This design comes from an exercise in tuning for small area and a short achievable clock period on the open sky130 flow, not from production work.
Where RTL was checked, it was by simulation tests only, not by an equivalence proof against the original.
Function not checked in runs 1 and 2: the RTL went through the layout flow alone.
No activity file was given, so power comes from the tool's default toggle rates.

<file path="flow/design.v">
module CLA_4bit (
    input  logic [3:0]  a,
    input  logic [3:0]  b,
    input  logic        cin,
    output logic [3:0]  sum,
    output logic        o_p,
    output logic        o_g
);
    logic [3:0] w_g, w_p;
    logic [3:0] w_c;
    assign w_g = a & b;
    assign w_p = a ^ b;
        assign w_c[0] = cin;
        assign w_c[1] = w_g[0] | (w_p[0] & w_c[0]);
        assign w_c[2] = w_g[1] | (w_p[1] & w_g[0]) | (w_p[1] & w_p[0] & w_c[0]);
        assign w_c[3] = w_g[2] | (w_p[2] & w_g[1]) | (w_p[2] & w_p[1] & w_g[0]) | (w_p[2] & w_p[1] & w_p[0] & w_c[0]);
    assign sum = w_p ^ w_c;
    assign o_p = &w_p;
    assign o_g = w_g[3] | (w_p[3] & w_g[2]) | (w_p[3] & w_p[2] & w_g[1]) | (w_p[3] & w_p[2] & w_p[1] & w_g[0]) | (w_p[3] & w_p[2] & w_p[1] & w_p[0] & w_c[0]);
endmodule
module CLA_8bit(
    input  logic        i_carry,
    input  logic [7:0]  i_data_a,
    input  logic [7:0]  i_data_b,
    output logic [7:0]  o_sum,
    output logic        o_carry
);
    logic [1:0] w_P, w_G;
    logic w_C;
    CLA_4bit CLA_4BIT_UNIT_0 (
        .a      (i_data_a[3:0]),
        .b      (i_data_b[3:0]),
        .cin    (i_carry),
        .sum    (o_sum[3:0]),
        .o_p    (w_P[0]),
        .o_g    (w_G[0])
    );
    assign w_C = w_G[0] | (w_P[0] & i_carry);
    CLA_4bit CLA_4BIT_UNIT_1 (
        .a      (i_data_a[7:4]),
        .b      (i_data_b[7:4]),
        .cin    (w_C),
        .sum    (o_sum[7:4]),
        .o_p    (w_P[1]),
        .o_g    (w_G[1])
    );
    assign o_carry = w_G[1] | (w_P[1] & (w_G[0] | (w_P[0] & i_carry)));
endmodule
module CLA_28bit(
    input logic         i_carry,
    input logic [27:0]  i_data_a,
    input logic [27:0]  i_data_b,
    output logic [27:0] o_sum,
    output logic        o_carry
);
logic [7:0] w_c;
logic [6:0] w_p;
logic [6:0] w_g;
genvar i;
generate
    assign w_c[0] = i_carry;
    CLA_4bit CLA_4BIT_UNIT_0 (
        .a      (i_data_a[3:0]),
        .b      (i_data_b[3:0]),
        .cin    (w_c[0]),
        .sum    (o_sum[3:0]),
        .o_p    (w_p[0]),
        .o_g    (w_g[0])
    );
    assign w_c[1] = w_g[0] | (w_p[0] & w_c[0]);
    for (i = 1; i < 7; i = i + 1) begin : CLA_BLOCK_GEN
        CLA_4bit CLA_4BIT_UNIT_1 (
            .a      (i_data_a[(i*4)+3 : i*4]),
            .b      (i_data_b[(i*4)+3 : i*4]),
            .cin    (w_c[i]),
            .sum    (o_sum[(i*4)+3 : i*4]),
            .o_p    (w_p[i]),
            .o_g    (w_g[i])
        );        
        assign w_c[i+1] = w_g[i] | (w_p[i] & w_c[i]);
    end
endgenerate
assign o_carry = w_c[7];
endmodule
module COMP_2bit(
    input  logic [1:0] i_data_a,
    input  logic [1:0] i_data_b,
    output logic       o_less,
    output logic       o_equal
);
    assign o_less  = ((~(i_data_a[1] | i_data_a[0])) & i_data_b[0]) | (~i_data_a[0] & (i_data_b[1] & i_data_b[0])) | (~i_data_a[1] & i_data_b[1]);
    assign o_equal = ~|(i_data_a ^ i_data_b);
endmodule
module COMP_4bit(
    input  logic [3:0] i_data_a,
    input  logic [3:0] i_data_b,
    output logic       o_less,
    output logic       o_equal
);
    logic w_less_low, w_equal_low;
    logic w_less_high, w_equal_high;
    COMP_2bit u_low (
        .i_data_a (i_data_a[1:0]),
        .i_data_b (i_data_b[1:0]),
        .o_less   (w_less_low),
        .o_equal  (w_equal_low)
    );
    COMP_2bit u_high (
        .i_data_a (i_data_a[3:2]),
        .i_data_b (i_data_b[3:2]),
        .o_less   (w_less_high),
        .o_equal  (w_equal_high)
    );
    assign o_less  = w_less_high | (w_equal_high & w_less_low);
    assign o_equal = w_equal_high & w_equal_low;
endmodule
module COMP_8bit (
    input  logic [7:0] i_data_a,
    input  logic [7:0] i_data_b,
    output logic                 o_less
);
    logic w_less_low, w_equal_low;
    logic w_less_high, w_equal_high;
    COMP_4bit u_low (
        .i_data_a (i_data_a[3:0]),
        .i_data_b (i_data_b[3:0]),
        .o_less   (w_less_low),
        .o_equal  (w_equal_low)
    );
    COMP_4bit u_high (
        .i_data_a (i_data_a[7:4]),
        .i_data_b (i_data_b[7:4]),
        .o_less   (w_less_high),
        .o_equal  (w_equal_high)
    );
    assign o_less = w_less_high | (w_equal_high & w_less_low);
endmodule
module COMP_28bit (
    input  logic [27:0] i_data_a,
    input  logic [27:0] i_data_b,
    output logic                 o_less  
);
    logic w_less_0_0, w_less_0_1, w_less_0_2, w_less_0_3, w_less_0_4, w_less_0_5, w_less_0_6;
    logic w_equal_0_0, w_equal_0_1, w_equal_0_2, w_equal_0_3, w_equal_0_4, w_equal_0_5, w_equal_0_6;
    COMP_4bit u_i_data_0 (
        .i_data_a (i_data_a[3:0]),
        .i_data_b (i_data_b[3:0]),
        .o_less   (w_less_0_0),
        .o_equal  (w_equal_0_0)
    );
    COMP_4bit u_i_data_1 (
        .i_data_a (i_data_a[7:4]),
        .i_data_b (i_data_b[7:4]),
        .o_less   (w_less_0_1),
        .o_equal  (w_equal_0_1)
    );
    COMP_4bit u_i_data_2 (
        .i_data_a (i_data_a[11:8]),
        .i_data_b (i_data_b[11:8]),
        .o_less   (w_less_0_2),
        .o_equal  (w_equal_0_2)
    );
    COMP_4bit u_i_data_3 (
        .i_data_a (i_data_a[15:12]),
        .i_data_b (i_data_b[15:12]),
        .o_less   (w_less_0_3),
        .o_equal  (w_equal_0_3)
    );
    COMP_4bit u_i_data_4 (
        .i_data_a (i_data_a[19:16]),
        .i_data_b (i_data_b[19:16]),
        .o_less   (w_less_0_4),
        .o_equal  (w_equal_0_4)
    );
    COMP_4bit u_i_data_5 (
        .i_data_a (i_data_a[23:20]),
        .i_data_b (i_data_b[23:20]),
        .o_less   (w_less_0_5),
        .o_equal  (w_equal_0_5)
    );
    COMP_4bit u_i_data_6 (
        .i_data_a (i_data_a[27:24]),
        .i_data_b (i_data_b[27:24]),
        .o_less   (w_less_0_6),
        .o_equal  (w_equal_0_6)
    );
    assign o_less = w_less_0_6
                  | (w_equal_0_6 & w_less_0_5)
                  | (w_equal_0_6 & w_equal_0_5 & w_less_0_4)
                  | (w_equal_0_6 & w_equal_0_5 & w_equal_0_4 & w_less_0_3)
                  | (w_equal_0_6 & w_equal_0_5 & w_equal_0_4 & w_equal_0_3 & w_less_0_2)
                  | (w_equal_0_6 & w_equal_0_5 & w_equal_0_4 & w_equal_0_3 & w_equal_0_2 & w_less_0_1)
                  | (w_equal_0_6 & w_equal_0_5 & w_equal_0_4 & w_equal_0_3 & w_equal_0_2 & w_equal_0_1 & w_less_0_0);
endmodule
module EXP_swap (
    input logic [7:0]     i_data_a        ,
    input logic [7:0]     i_data_b        ,
    output logic                    o_compare       ,    
    output logic [7:0]    o_less_data     ,
    output logic [7:0]    o_greater_data  
);
COMP_8bit COMP_LESS_UNIT (
    .i_data_a       (i_data_a),
    .i_data_b       (i_data_b),
    .o_less         (o_compare)
);
always_comb begin
    o_less_data     = (o_compare) ? i_data_a : i_data_b;
    o_greater_data  = (o_compare) ? i_data_b : i_data_a;
end
endmodule
module EXP_sub (
    input logic [7:0]   i_data_a,
    input logic [7:0]   i_data_b,
    output logic [7:0]  o_sub        
);
logic [7:0] w_data_b;
assign w_data_b = ~(i_data_b);
CLA_8bit CLA_8BIT_UNIT (
    .i_carry    (1'b1),
    .i_data_a   (i_data_a),
    .i_data_b   (w_data_b),
    .o_sum      (o_sub),
    .o_carry    ()
);
endmodule
module MAN_swap (
    input logic [23:0]         i_man_a     ,
    input logic [23:0]         i_man_b     ,
    input logic                     i_compare   ,
    output logic [23:0]     o_man_max   ,
    output logic [23:0]     o_man_min   
);
assign o_man_max    = i_compare ? i_man_b : i_man_a;
assign o_man_min    = i_compare ? i_man_a : i_man_b;
endmodule
module MAN_swap_2 (
    input logic [27:0]         i_man_a     ,
    input logic [27:0]         i_man_b     ,
    input logic                     i_compare   ,
    output logic [27:0]     o_man_max   ,
    output logic [27:0]     o_man_min   
);
assign o_man_max    = i_compare ? i_man_b : i_man_a;
assign o_man_min    = i_compare ? i_man_a : i_man_b;
endmodule
module SHF_right_28bit (
    input  logic [4:0] i_shift_number,
    input  logic [27:0]  i_data, 
    output logic [27:0]  o_data
);
localparam  SIZE_SHIFT = 5 ;
localparam  SIZE_DATA  = 28;
    logic [SIZE_DATA-1:0] stage [SIZE_SHIFT:0];
    assign stage[0] = i_data;
    genvar i;
    generate
        for (i = 0; i < SIZE_SHIFT; i++) begin : GEN_SHIFT
            localparam SHIFT_AMT = (1 << i);
            always_comb begin
                if (i_shift_number[i])
                    stage[i+1] = { {SHIFT_AMT{1'b0}}, stage[i][SIZE_DATA-1:SHIFT_AMT] };
                else
                    stage[i+1] = stage[i];
            end
        end
    endgenerate
    assign o_data = stage[SIZE_SHIFT];
endmodule
module SHF_left_28bit (
    input  logic [4:0] i_shift_number,
    input  logic [27:0]  i_data, 
    output logic [27:0]  o_data
);
localparam  SIZE_DATA  = 28;
localparam  SIZE_SHIFT = 5 ;
    logic [SIZE_DATA-1:0] stage [SIZE_SHIFT:0];
    assign stage[0] = i_data;
    genvar i;
    generate
        for (i = 0; i < SIZE_SHIFT; i++) begin : GEN_SHIFT
            localparam SHIFT_AMT = (1 << i);
            always_comb begin
                if (i_shift_number[i])
                    stage[i+1] = { stage[i][SIZE_DATA-1-SHIFT_AMT:0], {SHIFT_AMT{1'b0}} };
                else
                    stage[i+1] = stage[i];
            end
        end
    endgenerate
    assign o_data = stage[SIZE_SHIFT];
endmodule
module SIGN_unit (
    input logic             i_add_sub       ,
    input logic             i_comp_man      ,
    input logic             i_sign_man_a    ,
    input logic             i_sign_man_b    ,
    output logic            o_sign_s        
);
assign o_sign_s = (~i_add_sub & i_sign_man_b & i_comp_man) | (i_add_sub & ~i_sign_man_b & i_comp_man) | (i_sign_man_a & ~i_comp_man);
endmodule
module MAN_ALU #(
    parameter NUM_OP    = 1 
)(
    input logic [NUM_OP-1:0]    i_fpu_op        ,
    input logic                 i_sign_a        ,
    input logic                 i_sign_b        ,
    input logic [27:0]  i_man_max       ,
    input logic [27:0]  i_man_min       ,
    output logic [27:0] o_man_alu       ,
    output logic                o_overflow       
);
logic w_i_carry;
logic [27:0] w_n_man_b;
logic [27:0] w_i_man_b;
logic w_overflow;
assign w_i_carry = i_fpu_op ? ~(i_sign_a ^ i_sign_b) : (i_sign_a ^ i_sign_b);
assign w_n_man_b = ~(i_man_min);
assign w_i_man_b = w_i_carry ? w_n_man_b : i_man_min;
CLA_28bit ALU_SUB_UNIT (
    .i_carry        (w_i_carry),
    .i_data_a       (i_man_max),
    .i_data_b       (w_i_man_b),
    .o_sum          (o_man_alu),
    .o_carry        (w_overflow)
);
assign o_overflow = w_i_carry ? 1'b0 : w_overflow;
endmodule
module LOPD_4bit(
    input logic [3:0]       i_data  ,
    output logic [1:0]      o_pos_one,
    output logic            o_zero_flag
);
assign o_zero_flag = ~(i_data[3]|i_data[2]|(i_data[1]|i_data[0])) ;
assign o_pos_one[1] = (i_data[0] | i_data[1])&(~i_data[2])&(~i_data[3]);
assign o_pos_one[0] = ((~i_data[3])&i_data[2]) | ((~i_data[3])&(~i_data[1])&(i_data[0]));
endmodule
module LOPD_8bit(
    input logic [7:0]       i_data  ,
    output logic [2:0]      o_pos_one,
    output logic            o_zero_flag
);
logic w_zero_flag_0;
logic [1:0] w_pos_one_0;
LOPD_4bit LOPD_4bit_unit_0 (
    .i_data         (i_data[3:0]),
    .o_pos_one      (w_pos_one_0),
    .o_zero_flag    (w_zero_flag_0)
);
logic w_zero_flag_1;
logic [1:0] w_pos_one_1;
LOPD_4bit LOPD_4bit_unit_1 (
    .i_data         (i_data[7:4]),
    .o_pos_one      (w_pos_one_1),
    .o_zero_flag    (w_zero_flag_1)
);
logic [2:0] w_o_pos_one;
assign o_zero_flag = w_zero_flag_0 & w_zero_flag_1;
assign w_o_pos_one[2] = w_zero_flag_1;
assign w_o_pos_one[1] = w_zero_flag_1 ? w_pos_one_0[1] : w_pos_one_1[1];
assign w_o_pos_one[0] = w_zero_flag_1 ? w_pos_one_0[0] : w_pos_one_1[0];
assign o_pos_one = o_zero_flag ? '0 : w_o_pos_one;
endmodule
module LOPD_16bit(
    input logic [15:0]       i_data  ,
    output logic [3:0]      o_pos_one,
    output logic            o_zero_flag
);
logic [2:0]         w_pos_one_0;  
logic               w_zero_flag_0;
LOPD_8bit LOPD_8bit_unit_0(
    .i_data         (i_data[7:0]),
    .o_pos_one      (w_pos_one_0),
    .o_zero_flag    (w_zero_flag_0)
);
logic [2:0]         w_pos_one_1;  
logic               w_zero_flag_1;
LOPD_8bit LOPD_8bit_unit_1(
    .i_data         (i_data[15:8]),
    .o_pos_one      (w_pos_one_1),
    .o_zero_flag    (w_zero_flag_1)
);
logic [3:0] w_o_pos_one;
assign o_zero_flag = w_zero_flag_0 & w_zero_flag_1;
assign w_o_pos_one[3] = w_zero_flag_1;
assign w_o_pos_one[2] = w_zero_flag_1 ? w_pos_one_0[2] : w_pos_one_1[2];
assign w_o_pos_one[1] = w_zero_flag_1 ? w_pos_one_0[1] : w_pos_one_1[1];
assign w_o_pos_one[0] = w_zero_flag_1 ? w_pos_one_0[0] : w_pos_one_1[0];
assign o_pos_one = o_zero_flag ? '0 : w_o_pos_one;
endmodule
module LOPD_24bit (
    input logic [23:0]     i_data          ,
    output logic [4:0]    o_one_position  ,
    output logic                    o_zero_flag      
);
logic [15:0]     LOPD16_i_data;
assign LOPD16_i_data = i_data[23:8];
logic [3:0]      LOPD16_o_pos_one;
logic            LOPD16_o_zero_flag;
LOPD_16bit LOPD_16bit_UNIT_MSB (
    .i_data             (LOPD16_i_data),
    .o_pos_one          (LOPD16_o_pos_one),
    .o_zero_flag        (LOPD16_o_zero_flag)
);
logic [7:0]      LOPD8_i_data;
assign LOPD8_i_data = i_data[7:0];
logic [2:0]      LOPD8_o_pos_one;
logic            LOPD8_o_zero_flag;
LOPD_8bit LOPD_8bit_UNIT_LSB (
    .i_data             (LOPD8_i_data),
    .o_pos_one          (LOPD8_o_pos_one),
    .o_zero_flag        (LOPD8_o_zero_flag)
);
logic [4:0]        w_o_one_position;
assign o_zero_flag         = LOPD16_o_zero_flag & LOPD8_o_zero_flag;
assign w_o_one_position[4] = LOPD16_o_zero_flag;
assign w_o_one_position[3] = LOPD16_o_zero_flag ? 1'b0               : LOPD16_o_pos_one[3];
assign w_o_one_position[2] = LOPD16_o_zero_flag ? LOPD8_o_pos_one[2] : LOPD16_o_pos_one[2];
assign w_o_one_position[1] = LOPD16_o_zero_flag ? LOPD8_o_pos_one[1] : LOPD16_o_pos_one[1];
assign w_o_one_position[0] = LOPD16_o_zero_flag ? LOPD8_o_pos_one[0] : LOPD16_o_pos_one[0];
assign o_one_position = o_zero_flag ? 5'b11111 : w_o_one_position;
endmodule
module EXP_adjust (
    input  logic                    i_overflow  ,
    input  logic                    i_underflow ,
    input  logic                    i_zero_flag ,
    input  logic [7:0]    i_lopd_value,
    input  logic [7:0]     i_exp_value ,
    output logic [7:0]     o_exp_result
);
logic [7:0] w_exp_result;
logic w_i_carry;
assign w_i_carry = ~(i_overflow | i_underflow);
logic [7:0] w_data_b;
assign w_data_b = i_overflow ? 8'b0000_0001 : (i_underflow ? '0 : ~(i_lopd_value));
CLA_8bit CLA_8BIT_UNIT (
    .i_carry    (w_i_carry),
    .i_data_a   (i_exp_value),
    .i_data_b   (w_data_b),
    .o_sum      (w_exp_result),
    .o_carry    ()
);
assign o_exp_result = i_zero_flag ? 8'h00 : w_exp_result;
endmodule
module NORMALIZATION_unit (
    input logic                     i_overflow      ,
    input logic                     i_zero_flag     ,
    input logic [4:0]     i_one_position  ,
    input logic [27:0]     i_mantissa      ,
    output logic [27:0]    o_mantissa       
);
logic [27:0] w_shift_left;
SHF_left_28bit  SHF_left_28bit_unit (
    .i_shift_number     (i_one_position),
    .i_data             (i_mantissa), 
    .o_data             (w_shift_left)
);
assign o_mantissa = i_zero_flag ? '0 : (i_overflow ? {1'b1, i_mantissa[27:1]} : (~i_mantissa[27] ? w_shift_left : i_mantissa) );
endmodule
module RND_add (
    input logic [23:0]     i_data  ,
    input logic                     i_carry ,
    output logic [23:0]    o_data  ,
    output logic                    o_carry  
);
    logic [23:0] w_carry;
    assign w_carry[0] = i_carry;
    genvar i;
    generate
        for (i = 1; i < 24; i++) begin : proc_propage_one
            assign w_carry[i] = (&i_data[i-1:0]) & w_carry[0];
        end
    endgenerate
    assign o_data = i_data ^ w_carry;
    assign o_carry = (&i_data) & w_carry[0];
endmodule
module ROUNDING_unit (
    input logic [27:0]          i_man           ,
    output logic [23:0]  o_man_result    ,
    output logic                        o_ov_flow       
);
localparam SIZE_MAN          = 28;
localparam SIZE_MAN_RESULT   = 24;
logic [SIZE_MAN_RESULT-1:0] w_man_temp;
assign w_man_temp = i_man[SIZE_MAN-1:SIZE_MAN-SIZE_MAN_RESULT];
logic w_guard_bit, w_round_bit, w_sticky_bit;
assign w_guard_bit = i_man[3];
assign w_round_bit = i_man[2];
assign w_sticky_bit= i_man[1] | i_man[0];
logic w_rounding_result;
assign w_rounding_result = (w_guard_bit & w_round_bit) | (w_round_bit & w_sticky_bit);
RND_add  INCREASE_ROUNDING (
    .i_data         (w_man_temp),
    .i_carry        (w_rounding_result),
    .o_data         (o_man_result),
    .o_carry        (o_ov_flow) 
);
endmodule
module PSC_unit(
    input logic                     i_add_sub   ,
    input logic                     i_sign_a    ,
    input logic [7:0]               i_exp_a     ,
    input logic [23:0]              i_man_a     ,
    input logic                     i_sign_b    ,
    input logic [7:0]               i_exp_b     ,
    input logic [23:0]              i_man_b     ,
    output logic                    o_sel_exp   ,
    output logic [1:0]              o_sel_man    
);
logic w_E_one_A, w_E_one_B;
logic w_M_zero_A, w_M_zero_B;
assign w_E_one_A    = &i_exp_a;
assign w_E_one_B    = &i_exp_b;
assign w_M_zero_A   = ~|i_man_a[22:0];
assign w_M_zero_B   = ~|i_man_b[22:0];
assign o_sel_exp = (~i_sign_b & w_E_one_B & ~w_M_zero_B) | (~i_sign_a & w_E_one_A & ~w_M_zero_A) | (w_E_one_A & w_M_zero_A & w_E_one_B & w_M_zero_B);
assign o_sel_man[1] = (~i_sign_b & w_E_one_B & ~w_M_zero_B) | (~i_sign_a & w_E_one_A & ~w_M_zero_A & ~i_sign_b) | (~i_add_sub & ~i_sign_a & w_E_one_A & ~w_M_zero_A & ~w_M_zero_B) | (~i_add_sub & ~i_sign_a & w_E_one_A & w_E_one_B & w_M_zero_B) | (~i_sign_a & w_E_one_A & ~w_M_zero_A & w_E_one_B) | (~i_sign_a & w_E_one_A & ~i_sign_b & w_E_one_B) | (i_add_sub & i_sign_a & w_E_one_A & w_M_zero_A & i_sign_b & w_E_one_B & w_M_zero_B);
assign o_sel_man[0] = (~i_add_sub & ~i_sign_a & w_E_one_A & w_M_zero_A & ~i_sign_b & w_E_one_B & w_M_zero_B) | (~i_add_sub & i_sign_a & w_E_one_A & w_M_zero_A & i_sign_b & w_E_one_B & w_M_zero_B) | (i_add_sub & ~i_sign_a & w_E_one_A & w_M_zero_A & i_sign_b & w_E_one_B & w_M_zero_B) | (i_add_sub & i_sign_a & w_E_one_A & w_M_zero_A & ~i_sign_b & w_E_one_B & w_M_zero_B);
endmodule
module FPU_unit #(
    parameter NUM_OP    = 1
)(
    input logic [NUM_OP-1:0]    i_add_sub       ,
    input logic [31:0]          i_32_a          ,
    input logic [31:0]          i_32_b          ,
    output logic [31:0]         o_32_s          ,
    output logic                o_ov_flag       ,
    output logic                o_un_flag        
);
logic w_sign_a, w_sign_b;
logic [7:0] w_exponent_a, w_exponent_b;
logic [23:0] w_mantissa_a, w_mantissa_b;
assign w_sign_a = i_32_a[31];
assign w_sign_b = i_32_b[31];
assign w_exponent_a = i_32_a[30:23];
assign w_exponent_b = i_32_b[30:23]; 
assign w_mantissa_a = {1'b1, i_32_a[22:0]};
assign w_mantissa_b = {1'b1, i_32_b[22:0]};
logic w_sign_result;
logic [7:0] w_exponent_result;
logic [23:0] w_mantissa_result;
logic w_EXPSWAP_compare;
logic [7:0] w_EXPSWAP_max, w_EXPSWAP_min;
logic [7:0] w_EXPSUB_diff_value;
logic [23:0] w_MAN_SWAP1_max, w_MAN_SWAP1_min;
logic [27:0] w_MAN_SHF_RIGHT_min, w_MAN_SHF_RIGHT_max;
logic w_MAN_COMP_28BIT_less;
logic w_MAN_PRE_SWAP_BY_MAN_compara;
logic [27:0] w_MAN_PRE_SWAP_BY_MAN_max,      w_MAN_PRE_SWAP_BY_MAN_min;
logic [27:0] w_MAN_ALU_man;
logic        w_MAN_ALU_overflow;
logic [4:0] w_LOPD_24BIT_one_position;
logic       w_LOPD_24BIT_zero_flag;
logic [7:0] w_EXP_ADJUST_result;
logic [27:0] w_NORMALIZATION_man;
logic [23:0] w_ROUNDING_man;
logic        w_ROUNDING_ov_flow;
logic                    PSC_o_sel_exp;
logic [1:0]              PSC_o_sel_man;
EXP_swap EXP_SWAP_UNIT (
    .i_data_a           (w_exponent_a),
    .i_data_b           (w_exponent_b),
    .o_compare          (w_EXPSWAP_compare),    
    .o_less_data        (w_EXPSWAP_min),
    .o_greater_data     (w_EXPSWAP_max) 
);
EXP_sub  EXP_SUB_UNIT(
    .i_data_a           (w_EXPSWAP_max),
    .i_data_b           (w_EXPSWAP_min),
    .o_sub              (w_EXPSUB_diff_value)
);
 MAN_swap MAN_PRE_SWAP_BY_EXPONENT_UNIT (
    .i_man_a            (w_mantissa_a),
    .i_man_b            (w_mantissa_b),
    .i_compare          (w_EXPSWAP_compare),
    .o_man_max          (w_MAN_SWAP1_max),
    .o_man_min          (w_MAN_SWAP1_min)
);
assign w_MAN_SHF_RIGHT_max = {w_MAN_SWAP1_max, 4'b0};
SHF_right_28bit  SHF_RIGHT_28BIT_UNIT (
    .i_shift_number     (w_EXPSUB_diff_value[4:0]),
    .i_data             ({w_MAN_SWAP1_min, 4'b0}), 
    .o_data             (w_MAN_SHF_RIGHT_min)
);
COMP_28bit MAN_COMP_28BIT_UNIT (
    .i_data_a           (w_MAN_SHF_RIGHT_max),
    .i_data_b           (w_MAN_SHF_RIGHT_min),
    .o_less             (w_MAN_COMP_28BIT_less)
);
assign w_MAN_PRE_SWAP_BY_MAN_compara = w_MAN_COMP_28BIT_less;
MAN_swap_2  MAN_PRE_SWAP_BY_MAN_UNIT (
    .i_man_a            (w_MAN_SHF_RIGHT_max),   
    .i_man_b            (w_MAN_SHF_RIGHT_min),   
    .i_compare          (w_MAN_PRE_SWAP_BY_MAN_compara),
    .o_man_max          (w_MAN_PRE_SWAP_BY_MAN_max),
    .o_man_min          (w_MAN_PRE_SWAP_BY_MAN_min)
);
SIGN_unit SIGN_OUT(
    .i_add_sub       (i_add_sub),
    .i_comp_man      (w_MAN_COMP_28BIT_less | w_EXPSWAP_compare),
    .i_sign_man_a    (w_sign_a),
    .i_sign_man_b    (w_sign_b),
    .o_sign_s        (w_sign_result) 
);
MAN_ALU #(
    .NUM_OP         (NUM_OP)
) MAN_ALU_UNIT (
    .i_fpu_op           (i_add_sub),
    .i_sign_a           (w_sign_a),
    .i_sign_b           (w_sign_b),
    .i_man_max          (w_MAN_PRE_SWAP_BY_MAN_max),
    .i_man_min          (w_MAN_PRE_SWAP_BY_MAN_min),
    .o_man_alu          (w_MAN_ALU_man),
    .o_overflow         (w_MAN_ALU_overflow)
);
LOPD_24bit LOPD_24BIT_UNIT (
    .i_data             (w_MAN_ALU_man[27:4]),
    .o_one_position     (w_LOPD_24BIT_one_position),
    .o_zero_flag        (w_LOPD_24BIT_zero_flag)
);
EXP_adjust EXP_ADJUST_UNIT (
    .i_overflow         (o_ov_flag),
    .i_underflow        (w_MAN_ALU_man[27]),
    .i_zero_flag        (w_LOPD_24BIT_zero_flag),
    .i_lopd_value       ({3'b0, w_LOPD_24BIT_one_position}),
    .i_exp_value        (w_EXPSWAP_max),
    .o_exp_result       (w_EXP_ADJUST_result)
);
NORMALIZATION_unit NORMALIZATION_UNIT (
    .i_overflow         (w_MAN_ALU_overflow),
    .i_zero_flag        (w_LOPD_24BIT_zero_flag),
    .i_one_position     (w_LOPD_24BIT_one_position),
    .i_mantissa         (w_MAN_ALU_man),
    .o_mantissa         (w_NORMALIZATION_man) 
);
ROUNDING_unit ROUNDING_UNIT (
    .i_man              (w_NORMALIZATION_man),
    .o_man_result       (w_ROUNDING_man),
    .o_ov_flow          (w_ROUNDING_ov_flow)
);
PSC_unit PSC_UNIT(
    .i_add_sub          (i_add_sub),
    .i_sign_a           (w_sign_a),
    .i_exp_a            (w_exponent_a),
    .i_man_a            (w_mantissa_a),
    .i_sign_b           (w_sign_b),
    .i_exp_b            (w_exponent_b),
    .i_man_b            (w_mantissa_b),
    .o_sel_exp          (PSC_o_sel_exp),
    .o_sel_man          (PSC_o_sel_man) 
);
assign w_exponent_result = PSC_o_sel_exp ? 8'hFF : w_EXP_ADJUST_result; 
Mux_4_to_1 SEL_MANTISSA_FOR_RESULT (
    .i_sel          (PSC_o_sel_man),
    .i_data_00      (w_ROUNDING_man),
    .i_data_01      (24'h000000),
    .i_data_10      (24'h000001),
    .i_data_11      (w_ROUNDING_man),
    .o_data         (w_mantissa_result) 
);
assign o_32_s = {w_sign_result, w_exponent_result, w_mantissa_result[22:0]};
assign o_ov_flag = w_MAN_ALU_overflow | w_ROUNDING_ov_flow;
assign o_un_flag = ~w_MAN_ALU_man[27];
endmodule
module Mux_4_to_1 (
    input logic [1:0]               i_sel    ,
    input logic [23:0]     i_data_00,
    input logic [23:0]     i_data_01,
    input logic [23:0]     i_data_10,
    input logic [23:0]     i_data_11,
    output logic [23:0]    o_data    
);
logic [23:0] w_o_data;
always_comb begin : proc_mux_4_to_1
    case (i_sel)
        2'b00: 
            w_o_data = i_data_00;
        2'b01:
            w_o_data = i_data_01;
        2'b10:
            w_o_data = i_data_10;
        2'b11:
            w_o_data = i_data_11; 
        default: 
            w_o_data = i_data_00;
    endcase
end
assign o_data = w_o_data;
endmodule
module FPU_top  #(
    parameter NUM_OP    = 1
)(
    input logic                 i_clk           ,
    input logic                 i_rst_n         ,
    input logic [NUM_OP-1:0]    i_add_sub       ,
    input logic [31:0]          i_32_a          ,
    input logic [31:0]          i_32_b          ,
    output logic [31:0]         o_32_s          ,
    output logic                o_ov_flag       ,
    output logic                o_un_flag
);
logic        w_sa, w_sb, w_sbe, w_eff_sub;
logic [7:0]  w_ea, w_eb;
logic [22:0] w_fa, w_fb;
logic [4:0]  w_dab;
logic [4:0]  w_dba;
logic        w_exp_lt;
logic [4:0]  w_shamt;
logic        w_sh0, w_f_lt, w_f_gt, w_swap2, w_sign, w_near;
logic [7:0]  w_emax;
logic        w_sel_exp;
logic [1:0]  w_sel_man;
assign w_sa = i_32_a[31];
assign w_sb = i_32_b[31];
assign w_ea = i_32_a[30:23];
assign w_eb = i_32_b[30:23];
assign w_fa = i_32_a[22:0];
assign w_fb = i_32_b[22:0];
assign w_sbe     = w_sb ^ i_add_sub[0];
assign w_eff_sub = w_sa ^ w_sbe;
assign w_dab    = w_ea[4:0] - w_eb[4:0];
assign w_dba    = w_eb[4:0] - w_ea[4:0];
assign w_shamt  = w_exp_lt ? w_dba : w_dab;
logic [7:0] w_e_gt [3:0];
logic [7:0] w_e_lt [3:0];
assign w_e_gt[0] = w_ea & ~w_eb;
assign w_e_lt[0] = ~w_ea & w_eb;
genvar gi;
generate
    for (gi = 0; gi < 3; gi++) begin : GEN_ECMP
        for (genvar gj = 0; gj < (4 >> gi); gj++) begin : GEN_ECMP_NODE
            assign w_e_gt[gi+1][gj] = w_e_gt[gi][2*gj+1] | (~w_e_lt[gi][2*gj+1] & w_e_gt[gi][2*gj]);
            assign w_e_lt[gi+1][gj] = w_e_lt[gi][2*gj+1] | (~w_e_gt[gi][2*gj+1] & w_e_lt[gi][2*gj]);
        end
        assign w_e_gt[gi+1][7:(4 >> gi)] = '0;
        assign w_e_lt[gi+1][7:(4 >> gi)] = '0;
    end
endgenerate
assign w_exp_lt = w_e_lt[3][0];
assign w_emax   = w_exp_lt ? w_eb : w_ea;
assign w_sh0    = (w_ea[4:0] == w_eb[4:0]);
assign w_f_lt   = w_fa < w_fb;
assign w_f_gt   = w_fb < w_fa;
assign w_swap2  = w_eff_sub & w_sh0 & (w_exp_lt ? w_f_gt : w_f_lt);
assign w_sign   = (w_exp_lt | (w_sh0 & w_f_lt)) ? w_sbe : w_sa;
assign w_near   = w_eff_sub & ((w_dab == 5'd0) | (w_exp_lt ? (w_dab == 5'd31) : (w_dab == 5'd1)));
PSC_unit PSC_UNIT(
    .i_add_sub          (i_add_sub[0]),
    .i_sign_a           (w_sa),
    .i_exp_a            (w_ea),
    .i_man_a            ({1'b1, w_fa}),
    .i_sign_b           (w_sb),
    .i_exp_b            (w_eb),
    .i_man_b            ({1'b1, w_fb}),
    .o_sel_exp          (w_sel_exp),
    .o_sel_man          (w_sel_man)
);
logic [22:0] r_fa, r_fb, r_big, r_small;
logic        r_xlt, r_xltn;
logic [4:0]  r_shamt;
logic [7:0]  r_emax;
logic        r_sign, r_eff_sub, r_swap2, r_near, r_sh0n, r_sel_exp;
logic [1:0]  r_sel_man;
always_ff @( posedge i_clk ) begin
    r_fa        <= w_fa;
    r_fb        <= w_fb;
    r_xlt       <= w_exp_lt;
    r_xltn      <= ~w_exp_lt;
    r_shamt     <= w_shamt;
    r_emax      <= w_emax;
    r_sign      <= w_sign;
    r_eff_sub   <= w_eff_sub;
    r_swap2     <= w_swap2;
    r_near      <= w_near;
    r_sh0n      <= ~w_shamt[0];
    r_sel_exp   <= w_sel_exp;
    r_sel_man   <= w_sel_man;
end
logic [27:0] w_A, w_Bf;
logic [27:0] w_sh [5:0];
logic [27:0] w_Rf, w_Nf;
logic        w_coutf, w_ovf, w_zerof, w_rndf, w_rnd_ovf;
logic [7:0]  w_expf;
assign r_big   = r_xlt  ? r_fb : r_fa;
assign r_small = r_xltn ? r_fb : r_fa;
assign w_A = {1'b1, r_big, 4'b0};
assign w_sh[0] = {1'b1, r_small, 4'b0} ^ {28{r_eff_sub}};
generate
    for (gi = 0; gi < 5; gi++) begin : GEN_RSHIFT
        assign w_sh[gi+1] = r_shamt[gi] ? {{(1<<gi){r_eff_sub}}, w_sh[gi][27:(1<<gi)]} : w_sh[gi];
    end
endgenerate
assign w_Bf = w_sh[5];
assign {w_coutf, w_Rf} = {1'b0, w_A} + {1'b0, w_Bf} + {28'd0, r_eff_sub};
assign w_ovf   = ~r_eff_sub & w_coutf;
assign w_zerof = ~|w_Rf[27:4];
assign w_Nf = w_ovf ? {1'b1, w_Rf[27:1]} : (w_Rf[27] ? w_Rf : {w_Rf[26:0], 1'b0});
assign w_rndf    = ~w_zerof & w_Nf[2] & (w_Nf[3] | w_Nf[1] | w_Nf[0]);
assign w_rnd_ovf = w_rndf & (&w_Nf[27:4]);
always_comb begin
    if (w_zerof)                  w_expf = 8'h00;
    else if (w_ovf | w_rnd_ovf)   w_expf = r_emax + 8'd1;
    else if (w_Rf[27])            w_expf = r_emax;
    else                          w_expf = r_emax - 8'd1;
end
logic [27:0] w_Bn, w_Sn, w_Rn, w_Nn;
logic [4:0]  w_lz;
logic        w_zeron;
logic [7:0]  w_expn;
assign w_Bn = r_sh0n ? {1'b1, r_small, 4'b0} : {1'b0, 1'b1, r_small, 3'b0};
assign w_Sn = w_A + ~w_Bn + {27'd0, ~r_swap2};
assign w_Rn = w_Sn ^ {28{r_swap2}};
logic [31:0] w_lzd_in;
assign w_lzd_in = {w_Rn[27:4], 8'hFF};
logic [15:0] w_v1;  logic [15:0] w_p1;
logic [7:0]  w_v2;  logic [1:0]  w_p2 [7:0];
logic [3:0]  w_v3;  logic [2:0]  w_p3 [3:0];
logic [1:0]  w_v4;  logic [3:0]  w_p4 [1:0];
generate
    for (gi = 0; gi < 16; gi++) begin : GEN_LZ1
        assign w_v1[gi] = w_lzd_in[2*gi+1] | w_lzd_in[2*gi];
        assign w_p1[gi] = ~w_lzd_in[2*gi+1];
    end
    for (gi = 0; gi < 8; gi++) begin : GEN_LZ2
        assign w_v2[gi] = w_v1[2*gi+1] | w_v1[2*gi];
        assign w_p2[gi] = w_v1[2*gi+1] ? {1'b0, w_p1[2*gi+1]} : {1'b1, w_p1[2*gi]};
    end
    for (gi = 0; gi < 4; gi++) begin : GEN_LZ3
        assign w_v3[gi] = w_v2[2*gi+1] | w_v2[2*gi];
        assign w_p3[gi] = w_v2[2*gi+1] ? {1'b0, w_p2[2*gi+1]} : {1'b1, w_p2[2*gi]};
    end
    for (gi = 0; gi < 2; gi++) begin : GEN_LZ4
        assign w_v4[gi] = w_v3[2*gi+1] | w_v3[2*gi];
        assign w_p4[gi] = w_v3[2*gi+1] ? {1'b0, w_p3[2*gi+1]} : {1'b1, w_p3[2*gi]};
    end
endgenerate
assign w_lz    = w_v4[1] ? {1'b0, w_p4[1]} : {1'b1, w_p4[0]};
assign w_zeron = ~|w_Rn[27:4];
logic [27:0] w_ls [5:0];
assign w_ls[5] = w_Rn;
generate
    for (gi = 4; gi >= 0; gi--) begin : GEN_LSHIFT
        assign w_ls[gi] = w_lz[gi] ? {w_ls[gi+1][27-(1<<gi):0], {(1<<gi){1'b0}}} : w_ls[gi+1];
    end
endgenerate
assign w_Nn = w_ls[0];
assign w_expn = w_zeron ? 8'd24 : r_emax;
logic [22:0] w_man_pre;
logic        w_rnd_sel, w_ov_flag, w_un_flag;
logic [7:0]  w_exp;
always_comb begin
    case (r_sel_man)
        2'b01:   begin w_man_pre = 23'd0; w_rnd_sel = 1'b0;  end
        2'b10:   begin w_man_pre = 23'd1; w_rnd_sel = 1'b0;  end
        default: begin
            w_man_pre = r_near ? w_Nn[26:4] : w_Nf[26:4];
            w_rnd_sel = ~r_near & w_rndf;
        end
    endcase
end
assign w_exp     = r_sel_exp ? 8'hFF : (r_near ? w_expn : w_expf);
logic [4:0]  w_lzq;
assign w_lzq     = (r_near & ~r_sel_exp) ? w_lz : 5'd0;
logic w_c8, w_c16, w_rnd_ok;
assign w_rnd_ok = ~r_near & ~r_sel_man[0] & ~r_sel_man[1] | ~r_near & r_sel_man[0] & r_sel_man[1];
assign w_c8  = w_rnd_ok & w_rndf & (&w_Nf[11:4]);
assign w_c16 = w_rnd_ok & w_rndf & (&w_Nf[19:4]);
assign w_ov_flag = ~r_near & (w_ovf | w_rnd_ovf);
assign w_un_flag = r_near ? ~w_Rn[27] : ~w_Rf[27];
logic        q_sign, q_rnd, q_c8, q_c16;
logic [7:0]  q_exp;
logic [4:0]  q_lz;
logic [22:0] q_man;
always_ff @( posedge i_clk or negedge i_rst_n ) begin
    if(~i_rst_n) begin
        q_sign              <= '0;
        q_exp               <= '0;
        q_lz                <= '0;
        q_man               <= '0;
        q_rnd               <= '0;
        q_c8                <= '0;
        q_c16               <= '0;
        o_ov_flag           <= '0;
        o_un_flag           <= '0;
    end else begin
        q_sign              <= r_sign;
        q_exp               <= w_exp;
        q_lz                <= w_lzq;
        q_man               <= w_man_pre;
        q_rnd               <= w_rnd_sel;
        q_c8                <= w_c8;
        q_c16               <= w_c16;
        o_ov_flag           <= w_ov_flag;
        o_un_flag           <= w_un_flag;
    end
end
logic [22:0] w_inc;
generate
    for (gi = 0; gi < 23; gi++) begin : GEN_INC
        localparam int B = (gi / 8) * 8;
        logic w_cb;
        if (gi < 8)       assign w_cb = q_rnd;
        else if (gi < 16) assign w_cb = q_c8;
        else              assign w_cb = q_c16;
        if (gi == B) assign w_inc[gi] = w_cb;
        else         assign w_inc[gi] = w_cb & (&q_man[gi-1:B]);
    end
endgenerate
logic [7:0] w_exp_out;
assign w_exp_out = q_exp - {3'b0, q_lz};
assign o_32_s = {q_sign, w_exp_out, q_man ^ w_inc};
endmodule
</file>
<file path="flow/flow/run.sh">
#!/bin/bash
set -euo pipefail
bash standard.sh SETUP_SLACK_MARGIN=9.6 "BUFFER_PORTS_ARGS=-buffer_cell sky130_fd_sc_hd__buf_2" finish > standard_flow.log 2>&1
</file>
<file path="flow/standard.sh">
#!/bin/bash
# synth_recipe.tcl (not shown) runs the flow's synth.tcl, then flattens the netlist and writes it again
# the make line also repeats each setting of config.mk as NAME=value (left out here)
make -C /OpenROAD-flow-scripts/flow DESIGN_CONFIG=/design/flow/config.mk WORK_HOME=/design/flow/orfs CLKGATE_MAP_FILE= SYNTH_SCRIPT=/design/flow/synth_recipe.tcl "${@:-finish}"
</file>
<file path="flow/config.mk">
export PLATFORM = sky130hd
export DESIGN_NAME = FPU_top
export DESIGN_NICKNAME = FPU_top
export VERILOG_FILES = /design/flow/design.v
export SDC_FILE = /design/flow/constraint.sdc
export NUM_CORES = 4
export LEC_CHECK = 0
export ABC_AREA = 1
export CAP_MARGIN = 20
export CORE_MARGIN = 2
export CORE_UTILIZATION = 40
export PLACE_DENSITY = 0.6
export SLEW_MARGIN = 20
</file>
<file path="flow/constraint.sdc">
create_clock -name core_clock -period 15.0 [get_ports {i_clk}]
set_input_delay 3.0000 -clock core_clock [delete_from_list [all_inputs] [get_ports {i_clk}]]
set_output_delay 3.0000 -clock core_clock [all_outputs]
set_load 0.01 [all_outputs]
</file>
==> out/metrics.yaml, run 1 <==
outcome:
  status: "timing/DRC/antenna clean"
setup_path:
  end_kind: "flip-flop"
  cp_max_fo: 3
  startpoint_type: "input pin"
  worstPathRequired_ps: 15280
  worstRegToRegCells: 22
  critical_path_class: "in2reg"
  cp.arrival_ps: 5470
power_and_ir_drop:
  p_leak_nw: 7.51
  total_power_mw: 2.99
  peakVddDrop_v: 0.0000857
  power.density_nw_per_um2: 197
timing:
  fmax_mhz: 193
  setup_tns_ps: 0
  finalCritPeriodShare: 0.346
  finalSetupViolCount: 0
  maxSlewHeadroom: 0.395
  clock-skew-final_ps: 8.60
  final.min_clock_period_ps: 5190
  tightest_slew_ps: 907
  rsz0062_at_grt: "true"
  hold_viol: 0
  slew_viol_final: 0
grt:
  antenna_found_initial: 0
  grt_overflow_total: 0
  track_usage: 0.280
  grt_max_degree: 47
  grt_pass1_vias: 14300
  grt_pass1_wl_um: 78200
synthesis:
  netlist_area_um2: 13600
  synthCells: 2283
  synth_top_family_by_area: "simple AND/OR/NAND/NOR gates"
  synth-async-reset-ratio: 0.378
  synth.area.mux_share: 0.00826
  avgSynthCellArea_um2: 5.97
  synth_fa_ha_area_frac: 0.0897
  yosys-top-cells-area: "nand2_1 (16%), nand3_1 (13%), dfxtp_1 (10%)"
  synth_top_flop_cell: "dfxtp_1"
  yosys_warnings: 8
  synth-xor-area-share: 0.0610
  synth_cell_types: 64
  yosys.area.top_type: "nand2_1"
  synth_seq_cells: 111
  synth-seq-area-share: 0.178
  yosysTopAreaCellShare: 0.159
  synth_nets: 2446
  synth_compound_area_frac: 0.146
  synthSimpleGateAreaFrac: 0.409
  synth_edf_count: 0
drt:
  first_iter_violations: 1711
  drc_errors: 0
  vias: 15600
  routedWlPerCell_um: 18.2
  ant_nets: 0
  wl_um: 50900
  viasPerCell: 5.60
  first_pass_iters: 6
clock_network:
  clk_latency_ps: 390
  cts_buffers: 9
  cts-root-buf: "clkbuf_16"
  clk_path_buf_depth: 2
  cts_hold_buf: 0
  cts.sink_count: 111
  cts_max_level: 3
  cts_tree: "done"
  clkTransAtPathRegs_ps: 70
finish:
  drive_gt1_frac: 0.117
  instances_no_fill: 2791
  layout.nets: 2501
  n_fill_cell: 3680
  diodes: 0
  area_delta_synth_final_pct: 11.1
die:
  die_y_um: 189
  rows: 67
  ios: 101
  coreArea_um2: 33500
  dieArea_um2: 35600
  initial_core_util: 0.407
  die_w_um: 189
flow_run:
  max-cap-violations: 0
place:
  dpl.hpwl_um: 41000
  dp.cells: 2754
  port_buffers: 100
  place.gp.congestion: 1.01
worst_hold_path:
  min_path_cells: 0
  holdCritPathClass: "reg2reg"
## final cells by class
type                            count  area [um^2]  area share
Timing Repair Buffer              123          728      0.0481
Inverter                          265         1060      0.0698
Sequential cell                   111         2440       0.161
Clock inverter                      6         50.0     0.00330
Timing Repair inverter              4         27.5     0.00182
Clock buffer                       10          250      0.0165
Tap cell                          448          561      0.0370
Multi-Input combinational cell   1824        10000       0.662
## where the power goes
group,internal (mW),switching [mW]
clock network,0.125,0.120
logic,0.751,1.58
registers,0.363,0.0498
total,1.24,1.75
## critical path: stages
cell and delay (ps):
buf_2 110, inv_1 60, ha_1 280, nand2_1 60
o21ai_0 150, a21oi_1 80, o21a_1 170, nor2_1 80
o2111ai_1 100, nand2_1 80, a41oi_1 120, o2111ai_1 620
nand3_1 230, a31oi_1 340
## flip-flops by register name (all words and copies together), names as in the netlist
register / cells
o_ov_flag: 1
q_exp: 8
r_eff_sub: 1
q_rnd: 1
q_man: 23
r_fb: 23
r_sel_exp: 1
r_sh0n: 1
r_xlt: 1
r_near: 1
r_swap2: 1
r_sign: 1
r_emax: 8
q_lz: 5
r_xltn: 1
o_un_flag: 1
r_sel_man: 2
r_shamt: 5
q_c16: 1
q_sign: 1
q_c8: 1
r_fa: 23
## metal layers
| layer | wire [um] | GRT usage | part of all wire |
|---|---|---|---|
| met4 | 1910 | 0.110 | 0.038 |
| met1 | 22100 | 0.360 | 0.43 |
| met5 | 0 | 0 | 0 |
| met3 | 2640 | 0.0274 | 0.052 |
| met2 | 24200 | 0.482 | 0.48 |
## cell usage in the layout, fill, tap and decap left out, drive strengths merged, types with 63 or more instances in the layout
| cell | synthesis | final |
|---|---|---|
| nand2 | 610 | 612 |
| nand3 | 357 | 357 |
| inv | 264 | 262 |
| nor2 | 211 | 211 |
| o21ai | 151 | 151 |
| buf | 55 | 122 |
| a21oi | 106 | 106 |
| ha | 93 | 93 |
| dfxtp | 69 | 69 |
| xor2 | 63 | 63 |
## logic make-up (layout without fill, tap and decap cells)
family / count (synthesis) / in the layout
fa+ha+maj: 96 / 96
mux: 10 / 10
buf+inv: 350 / 408
compound gates: 353 / 353
simple gates: 1268 / 1270
flops: 111 / 111
xor+xnor: 95 / 95
## metrics by stage
stage	hold WS (ps)	area [um^2]	setup WS [ps]	util
4_1_cts	332	14700	9610	0.439
2_1_floorplan	316	13600	10220	-
6_report	332	15100	9810	0.452
3_5_place_dp	321	14300	8880	0.426
5_1_grt	345	15100	9540	0.452
3_3_place_gp	322	14300	8900	0.426
## synthesized netlist by cell type, types with 18 or more instances
cell      instances
nor3_1           23
xnor2_1          32
nand2_2          28
nor2_1          203
o21ai_0         134
inv_1           255
nor4_1           18
clkbuf_1         30
ha_1             93
nand3_1         352
xor2_1           63
a31oi_1          37
dfxtp_1          69
nand4_1          26
dfrtp_1          42
nand2_1         578
buf_2            27
a21oi_1         105
## repair_timing
| item | CTS | global route |
|---|---|---|
| cloned | 4 | 3 |
| buffers inserted | 0 | 14 |
| pin swaps | 2 | 12 |
| setup endpoints to repair | 36 | 37 |
| resized for setup | 25 | 86 |
## final timing paths
| path | slack [ps] | end | from |
|---|---|---|---|
| worst min register to register | 330 | q_sign | r_sign |
| worst min-delay path | 330 | q_sign | r_sign |
| min in group asynchronous | 2740 | q_man[19] | i_rst_n |
| max in group asynchronous | 11690 | q_exp[6] | i_rst_n |
| worst max register to register | 9880 | q_man[3] | r_xlt |
| worst max-delay path | 9810 | r_sign | i_32_a[1] |
==> inputs of run 2 (changes only) <==
--- a/flow/design.v
+++ b/flow/design.v
@@ -708,6 +708,7 @@
 logic [4:0]  w_shamt;
 logic        w_sh0, w_f_lt, w_f_gt, w_swap2, w_sign, w_near;
 logic [7:0]  w_emax;
+logic [22:0] w_big, w_small;
 logic        w_sel_exp;
 logic [1:0]  w_sel_man;
 assign w_sa = i_32_a[31];
@@ -741,6 +742,8 @@
 assign w_sh0    = (w_ea[4:0] == w_eb[4:0]);
 assign w_f_lt   = w_fa < w_fb;
 assign w_f_gt   = w_fb < w_fa;
+assign w_big    = w_exp_lt ? w_fb : w_fa;
+assign w_small  = w_exp_lt ? w_fa : w_fb;
 assign w_swap2  = w_eff_sub & w_sh0 & (w_exp_lt ? w_f_gt : w_f_lt);
 assign w_sign   = (w_exp_lt | (w_sh0 & w_f_lt)) ? w_sbe : w_sa;
 assign w_near   = w_eff_sub & ((w_dab == 5'd0) | (w_exp_lt ? (w_dab == 5'd31) : (w_dab == 5'd1)));
@@ -755,17 +758,14 @@
     .o_sel_exp          (w_sel_exp),
     .o_sel_man          (w_sel_man)
 );
-logic [22:0] r_fa, r_fb, r_big, r_small;
-logic        r_xlt, r_xltn;
+logic [22:0] r_big, r_small;
 logic [4:0]  r_shamt;
 logic [7:0]  r_emax;
-logic        r_sign, r_eff_sub, r_swap2, r_near, r_sh0n, r_sel_exp;
+logic        r_sign, r_eff_sub, r_swap2, r_near, r_sh0n, r_sh0, r_sel_exp;
 logic [1:0]  r_sel_man;
 always_ff @( posedge i_clk ) begin
-    r_fa        <= w_fa;
-    r_fb        <= w_fb;
-    r_xlt       <= w_exp_lt;
-    r_xltn      <= ~w_exp_lt;
+    r_big       <= w_big;
+    r_small     <= w_small;
     r_shamt     <= w_shamt;
     r_emax      <= w_emax;
     r_sign      <= w_sign;
@@ -773,6 +773,7 @@
     r_swap2     <= w_swap2;
     r_near      <= w_near;
     r_sh0n      <= ~w_shamt[0];
+    r_sh0       <= w_shamt[0];
     r_sel_exp   <= w_sel_exp;
     r_sel_man   <= w_sel_man;
 end
@@ -781,8 +782,6 @@
 logic [27:0] w_Rf, w_Nf;
 logic        w_coutf, w_ovf, w_zerof, w_rndf, w_rnd_ovf;
 logic [7:0]  w_expf;
-assign r_big   = r_xlt  ? r_fb : r_fa;
-assign r_small = r_xltn ? r_fb : r_fa;
 assign w_A = {1'b1, r_big, 4'b0};
 assign w_sh[0] = {1'b1, r_small, 4'b0} ^ {28{r_eff_sub}};
 generate
@@ -807,7 +806,8 @@
 logic [4:0]  w_lz;
 logic        w_zeron;
 logic [7:0]  w_expn;
-assign w_Bn = r_sh0n ? {1'b1, r_small, 4'b0} : {1'b0, 1'b1, r_small, 3'b0};
+assign w_Bn[27:14] = r_sh0n ? {1'b1, r_small[22:10]} : {1'b0, 1'b1, r_small[22:11]};
+assign w_Bn[13:0]  = r_sh0  ? {r_small[10:0], 3'b0} : {r_small[9:0], 4'b0};
 assign w_Sn = w_A + ~w_Bn + {27'd0, ~r_swap2};
 assign w_Rn = w_Sn ^ {28{r_swap2}};
 logic [31:0] w_lzd_in;
==> flow/flow/run.sh (replaced) <==
#!/bin/bash
set -euo pipefail
bash standard.sh SETUP_SLACK_MARGIN=9.8 "BUFFER_PORTS_ARGS=-buffer_cell sky130_fd_sc_hd__buf_2" finish > standard_flow.log 2>&1
==> run 2 against run 1 <==
  * Still clean
  * First-iteration DRC count increased by 17%
  * Power grew 0.91%
  * Global-route usage shrank 0.11 points
  * Critical path depth down 4
  * Utilization is 0.32 points higher
  * Via count shrank 3.0%
  * Non-clock buffer count up 12
  * Largest cell class unchanged
  * Largest power group unchanged
==> out/metrics.yaml, run 2 <==
outcome:
  status: "timing/DRC/antenna clean"
setup_path:
  cpPeakStageDelay_ps: 390
  end_kind: "output pin"
  startpoint_type: "flip-flop"
  worstPathRequired_ps: 12000
  cp_cell_sequence: "ha_1, nand2_1, nor2_1, a211oi_2, nor2_1, o21ai_1, nand2_1, nor3_2, xor2_1, buf_2"
  critical_path_class: "reg2out"
  cpMaxStageDelayCell: "dfrtp_1"
  cp.arrival_ps: 2100
  cp_max_fo: 2
  cp_num_buf_inv: 1
  crit_family: "simple AND/OR/NAND/NOR gates"
die:
  rows: 66
  dieArea_um2: 34100
  die_w_um: 185
  ios: 101
  coreArea_um2: 32400
  initial_core_util: 0.403
  die_y_um: 185
timing:
  maxSlewHeadroom: 0.395
  fmax_mhz: 196
  setup_tns_ps: 0
  finalCritPeriodShare: 0.340
  final.min_clock_period_ps: 5100
  finalSetupViolCount: 0
  hold_viol: 0
  clock-skew-final_ps: 14.3
  slew_viol_final: 0
  tightest_slew_ps: 908
  hold_ws_ps: 361
  setup_slack_ps: 9900
  rsz0062_at_grt: "true"
synthesis:
  synth_top_flop_cell: "dfxtp_1"
  yosys-top-cells-area: "nand2_1 (18%), nand3_1 (12%), dfxtp_1 (10%)"
  avgSynthCellArea_um2: 5.87
  yosys.area.top_type: "nand2_1"
  synth_top_family_by_area: "simple AND/OR/NAND/NOR gates"
  synthSimpleGateAreaFrac: 0.386
  synth_nets: 2386
  synth_fa_ha_area_frac: 0.0937
  synth_cell_types: 50
  synth_compound_area_frac: 0.163
  yosysTopAreaCellShare: 0.178
  synth_seq_cells: 109
  synth.area.mux_share: 0.000767
  synthCells: 2223
  synth-xor-area-share: 0.0677
  synth-async-reset-ratio: 0.385
  yosys_warnings: 8
  netlist_top_cells_count: "nand2_1 (621), nand3_1 (301), inv_1 (250), nor2_1 (179), o21ai_0 (170)"
  synth_edf_count: 0
  post-synth-top-count-cell: "nand2_1"
  netlist_area_um2: 13100
  synth-seq-area-share: 0.183
clock_network:
  cts_tree: "done"
  cts_hold_buf: 0
  clk_path_buf_depth: 2
  cts_buffers: 9
  clkTransAtPathRegs_ps: 70
  clk_latency_ps: 380
  cts-root-buf: "clkbuf_16"
  cts.sink_count: 109
  cts_max_level: 3
finish:
  diodes: 0
  biggestRegsByFlops: "q_man (23), r_big (23), r_small (23)"
  n_fill_cell: 3568
  final_cell_mix: "nand2_1 (613), nand3_1 (293), inv_1 (246), nor2_1 (165), o21ai_0 (154)"
  final_common_cell: "nand2_1"
  area_delta_synth_final_pct: 12.8
  layout.nets: 2454
  drive_gt1_frac: 0.101
  finalInstanceArea_um2: 14700
power_and_ir_drop:
  power.density_nw_per_um2: 205
  p_int_mw: 1.24
  clock_power_share: 0.077
  peakVddDrop_v: 0.000100
  p_leak_nw: 7.31
  p_sw_mw: 1.77
  p_comb_frac: 0.774
  p_sw_frac: 0.588
  seq_power_share: 0.149
grt:
  grt_max_degree: 94
  top_usage_layer: "met2"
  grt_pass1_vias: 13700
  grt_pass1_wl_um: 73900
  grtUsageMet3: 0.0338
  antenna_found_initial: 0
  grt_overflow_total: 0
  track_usage: 0.279
  grt_use_met1: 0.393
  grt_util_met2: 0.437
drt:
  ant_nets: 0
  wl_um: 48300
  first_iter_violations: 2000
  routedWlPerCell_um: 17.6
  first_pass_iters: 6
  drc_errors: 0
  viasPerCell: 5.54
  vias: 15200
place:
  dpl.hpwl_um: 38500
  port_buffers: 100
  placedInstanceArea_um2: 13800
  place.gp.congestion: 0.988
  place_ws_ps: 8360
worst_hold_path:
  holdCritPathClass: "reg2reg"
flow_run:
  max-cap-violations: 0
==> run 2: per-layer routing <==
layer | part of all wire | wire, um | vias to the layer above
met3 | 0.081 | 3920 | 93
met2 | 0.43 | 21000 | 662
met1 | 0.45 | 21900 | 6916
li1 | - | - | 7491
met5 | 0 | 0 | -
met4 | 0.031 | 1480 | 0
==> run 2: cell families (layout without fill, tap and decap cells) <==
group | after synthesis | count (layout)
AO/OA/AOI/OAI | 385 | 386
XOR/XNOR | 101 | 101
adder cells (fa/ha/maj) | 96 | 96
buffers and inverters | 344 | 413
flip-flops | 109 | 109
multiplexers | 1 | 1
AND/OR/NAND/NOR | 1187 | 1190
==> run 2: final timing paths <==
check	cells after the start	slack, ps	end	from
min in group asynchronous	1	2750	q_man[14]	i_rst_n
max in group asynchronous	1	11670	q_exp[2]	i_rst_n
worst max-delay path	10	9900	o_32_s[30]	q_exp[1]
worst min-delay path	0	360	q_sign	r_sign
worst max register to register	30	10010	q_exp[2]	r_shamt[0]
worst min register to register	0	360	q_sign	r_sign
==> run 2: area by class of cell <==
class	instances	area, um^2	area share
Tap cell	442	553	0.0376
Timing Repair Buffer	135	842	0.0572
Inverter	258	1000	0.0681
Sequential cell	109	2410	0.163
Timing Repair inverter	4	27.5	0.00187
Clock buffer	10	229	0.0155
Multi-Input combinational cell	1774	9610	0.652
Clock inverter	6	57.6	0.00391
==> run 2: power by group through the flow <==
stage	sequential (mW)	clock, mW	combinational (mW)
detailed placement	0.447	0	2.13
global placement	0.447	0	2.14
CTS	0.445	0.239	2.18
floorplan	0.411	0	1.57
finish	0.449	0.234	2.34
global route	0.457	0.251	2.58
==> run 2: timing repair <==
action / CTS / global route
buffers inserted: 2 / 23
cloned: 4 / 6
gates resized for setup: 48 / 71
endpoints found under the setup margin: 41 / 40
pin swaps: 1 / 9
==> run 2: stage by stage <==
stage          power, mW   util  std cells
2_1_floorplan       1.98      -       2223
3_3_place_gp        2.59  0.425       2687
3_5_place_dp        2.58  0.425       2687
4_1_cts             2.87  0.440       2709
5_1_grt             3.29  0.455       2738
6_report            3.02  0.455       2738
==> inputs of run 3 (changes only) <==
--- a/flow/design.v
+++ b/flow/design.v
@@ -907,6 +907,8 @@
     end
 endgenerate
 logic [7:0] w_exp_out;
-assign w_exp_out = q_exp - {3'b0, q_lz};
+logic [5:0] w_elo;
+assign w_elo     = {1'b0, q_exp[4:0]} - {1'b0, q_lz};
+assign w_exp_out = {w_elo[5] ? q_exp[7:5] - 3'd1 : q_exp[7:5], w_elo[4:0]};
 assign o_32_s = {q_sign, w_exp_out, q_man ^ w_inc};
 endmodule
--- a/flow/config.mk
+++ b/flow/config.mk
@@ -9,5 +9,6 @@
 export CAP_MARGIN = 20
 export CORE_MARGIN = 2
 export CORE_UTILIZATION = 40
+export GPL_ROUTABILITY_DRIVEN = 0
 export PLACE_DENSITY = 0.6
 export SLEW_MARGIN = 20
==> run 3 against run 2 <==
  * Still clean on timing, DRC and antenna
  * Sequential power fell by 3%
  * Cell area decreased by 0.12%
  * Clock power about the same
  * Flip-flop and latch count stayed put
  * Critical path depth is 5 higher
  * Worst setup slack gained 60 ps
  * Via count down 0.24%
  * Critical endpoint is now r_sign
  * Largest cell class unchanged
==> out/metrics.yaml, run 3 <==
place:
  placedInstanceArea_um2: 13900
  port_buffers: 100
  place_ws_ps: 9120
  dpl.hpwl_um: 36700
timing:
  hold_ws_ps: 354
  slew_viol_final: 0
  final.min_clock_period_ps: 5040
  setup_tns_ps: 0
  clock-skew-final_ps: 18.1
  finalSetupViolCount: 0
  hold_viol: 0
  maxSlewHeadroom: 0.310
  setup_slack_ps: 9960
  rsz0062_at_grt: "true"
  finalCritPeriodShare: 0.336
  tightest_slew_ps: 1030
  fmax_mhz: 198
synthesis:
  yosys.area.top_type: "nand2_1"
  netlist_top_cells_count: "nand2_1 (631), nand3_1 (266), inv_1 (240), nor2_1 (209), o21ai_0 (176)"
  synth_top_flop_cell: "dfxtp_1"
  netlist_area_um2: 13200
  synth_seq_cells: 109
  yosysTopAreaCellShare: 0.179
  synth_nets: 2414
  yosys_warnings: 8
  synth_edf_count: 0
  avgSynthCellArea_um2: 5.88
  synth-async-reset-ratio: 0.385
  synthCells: 2250
  yosys-top-cells-area: "nand2_1 (18%), dfxtp_1 (10%), nand3_1 (10%)"
  post-synth-top-count-cell: "nand2_1"
  synth-seq-area-share: 0.181
  synth_cell_types: 57
die:
  dieArea_um2: 34500
  rows: 66
  die_w_um: 186
  ios: 101
  initial_core_util: 0.407
  coreArea_um2: 32500
  die_y_um: 186
finish:
  regArea_um2: 2400
  drive_gt1_frac: 0.0957
  area_delta_synth_final_pct: 11.2
  diodes: 0
  final_cell_mix: "nand2_1 (626), nand3_1 (265), inv_1 (237), nor2_1 (201), o21ai_0 (170)"
  finalInstanceArea_um2: 14700
  final_common_cell: "nand2_1"
  multi_input_area_um2: 9670
  n_fill_cell: 3595
  layout.nets: 2468
  biggestRegsByFlops: "q_man (23), r_big (23), r_small (23)"
setup_path:
  startpoint: "i_32_a[2]"
  worstPathRequired_ps: 15300
  cpPeakStageDelay_ps: 290
  critical_path_class: "in2reg"
  cp_cell_sequence: "buf_2, inv_1, ha_1, a21oi_1, o21ai_0, a21oi_1, nor2_1, o21a_1, o21a_1, o21ai_0, o2111a_1, o21ai_0, a21oi_1, a21oi_2, a21oi_1"
  r2r_slack_ps: 10150
  cpMaxStageDelayCell: "ha_1"
  startpoint_type: "input pin"
  cp_num_buf_inv: 2
  crit_cells: 15
  crit_family: "compound AO/OA/AOI/OAI gates"
  cp.arrival_ps: 5340
  path_common_cell: "a21oi_1"
  worstRegToRegCells: 26
  end_kind: "flip-flop"
  reg2reg_from: "r_sh0n"
  cp_max_fo: 3
clock_network:
  cts_max_level: 3
  clkTransAtPathRegs_ps: 80
  cts-root-buf: "clkbuf_16"
  cts_hold_buf: 0
  cts_buffers: 9
  clk_path_buf_depth: 2
  clk_latency_ps: 380
  cts_tree: "done"
  cts.sink_count: 109
grt:
  grt_pass1_vias: 13700
  grt_max_degree: 94
  track_usage: 0.263
  grt_pass1_wl_um: 71500
  antenna_found_initial: 0
  grt_overflow_total: 0
drt:
  first_iter_violations: 1433
  drc_errors: 0
  ant_nets: 0
  routedWlPerCell_um: 16.6
  first_pass_iters: 6
  wl_um: 45800
  viasPerCell: 5.50
  vias: 15100
power_and_ir_drop:
  peakVddDrop_v: 0.0000739
  power.density_nw_per_um2: 200
  p_leak_nw: 7.44
outcome:
  status: "timing/DRC/antenna clean"
worst_hold_path:
  holdCritPathClass: "reg2reg"
  min_path_cells: 0
  worstHoldStart: "r_sign"
flow_run:
  max-cap-violations: 0
## run 3: routing by layer
metal | wire (um) | track usage
met5 | 0 | 0
met2 | 19700 | 0.411
met4 | 2180 | 0.126
met3 | 4040 | 0.0346
met1 | 19900 | 0.357
## run 3: timing repair
action | in CTS | in global routing
pin swaps | 0 | 4
gates resized for setup | 24 | 64
setup endpoints to repair | 37 | 40
hold endpoints to repair | 0 | 0
cloned | 3 | 5
buffers inserted | 0 | 11
## run 3: through the flow
step                cells  power (mW)   util
global route         2751        3.23  0.452
detailed placement   2716        2.55  0.428
global placement     2716        2.54  0.428
CTS                  2735        2.81  0.440
finish               2751        2.94  0.452
floorplan            2250        1.99      -
## run 3: worst paths after layout
path                        endpoint
setup / recovery              r_sign
hold / removal                q_sign
setup reg to reg           q_man[16]
hold reg to reg               q_sign
max in group asynchronous   q_exp[7]
min in group asynchronous   q_man[1]
## run 3: cells by family (layout without fill, tap and decap cells)
logic type                 Yosys count  in the layout  share of synthesized area
DFF                                109            109                      0.181
buffers and inverters              339            396                      0.105
AOI/OAI and AO/OA                  399            399                      0.167
adders and majority gates           97             97                     0.0934
xor gates and xnor gates            97             97                     0.0642
and+or+nand+nor                   1209           1211                      0.390
## run 3: worst reg2reg max path, stage by stage (launching register included)
cell and delay [ps]:
dfxtp_1 300, buf_4 210, o21ai_0 430, ha_1 380, a21oi_1 210, o21ai_0 190
a21oi_1 160, nand3_1 130, nand2_1 120, nand2_1 80, a21oi_1 220, nor2_1 80
o21ai_0 140, nand2_1 110, nand2_1 110, nor2_2 70, nand2_4 150, clkinv_2 230
nand2_2 250, nand3_1 220, nand2_8 230, clkinvlp_4 120, buf_4 180, nand3_1 90
nand2_1 50, nor2_1 210, nor2_1 70
## run 3: power breakdown
| group | switching, mW | internal (mW) |
|---|---|---|
| logic | 1.52 | 0.743 |
| clock network | 0.120 | 0.116 |
| registers | 0.0660 | 0.370 |
| total | 1.71 | 1.23 |
## run 3: cell type report
cell class / count / share of cell area
multi-input combinational: 1804 / 0.657
sequential: 109 / 0.163
inverter: 254 / 0.0682
timing repair buffer: 123 / 0.0530
tap: 442 / 0.0376
clock buffer: 10 / 0.0156
clock inverter: 6 / 0.00374
timing repair inverter: 3 / 0.00153

==> port drivers added, routing unchanged <==
Ports are ideal in the flow. The routed layouts listed here were re-timed in OpenROAD. Step 1 sets driving cells, clkbuf_16 on the clock port and buf_2 on the other inputs (assumed; they add their load-dependent delay and slew). Step 2 times the ports against the registers' clock, not the clock port: input delays grow and output delays shrink by t, the midpoint of the rising clock arrivals with the driver on. Slacks: no drivers / after step 1 / after step 2; pairs: no drivers / after step 1.
run	shift t [ns]	slack for setup (ns)	worst setup path at the end	cell pins on the clock port's net
run 1	0.435	9.807 / 9.776 / 9.396	input to register	1
run 2	0.417	9.897 / 9.848 / 9.586	input to register	1
run 3	0.420	9.957 / 9.913 / 9.553	input to register	1
After both steps every run listed still meets setup and hold. The setup slack of run 1, which loses most, moves by -0.031 ns with the drivers and by -0.411 ns with both steps.
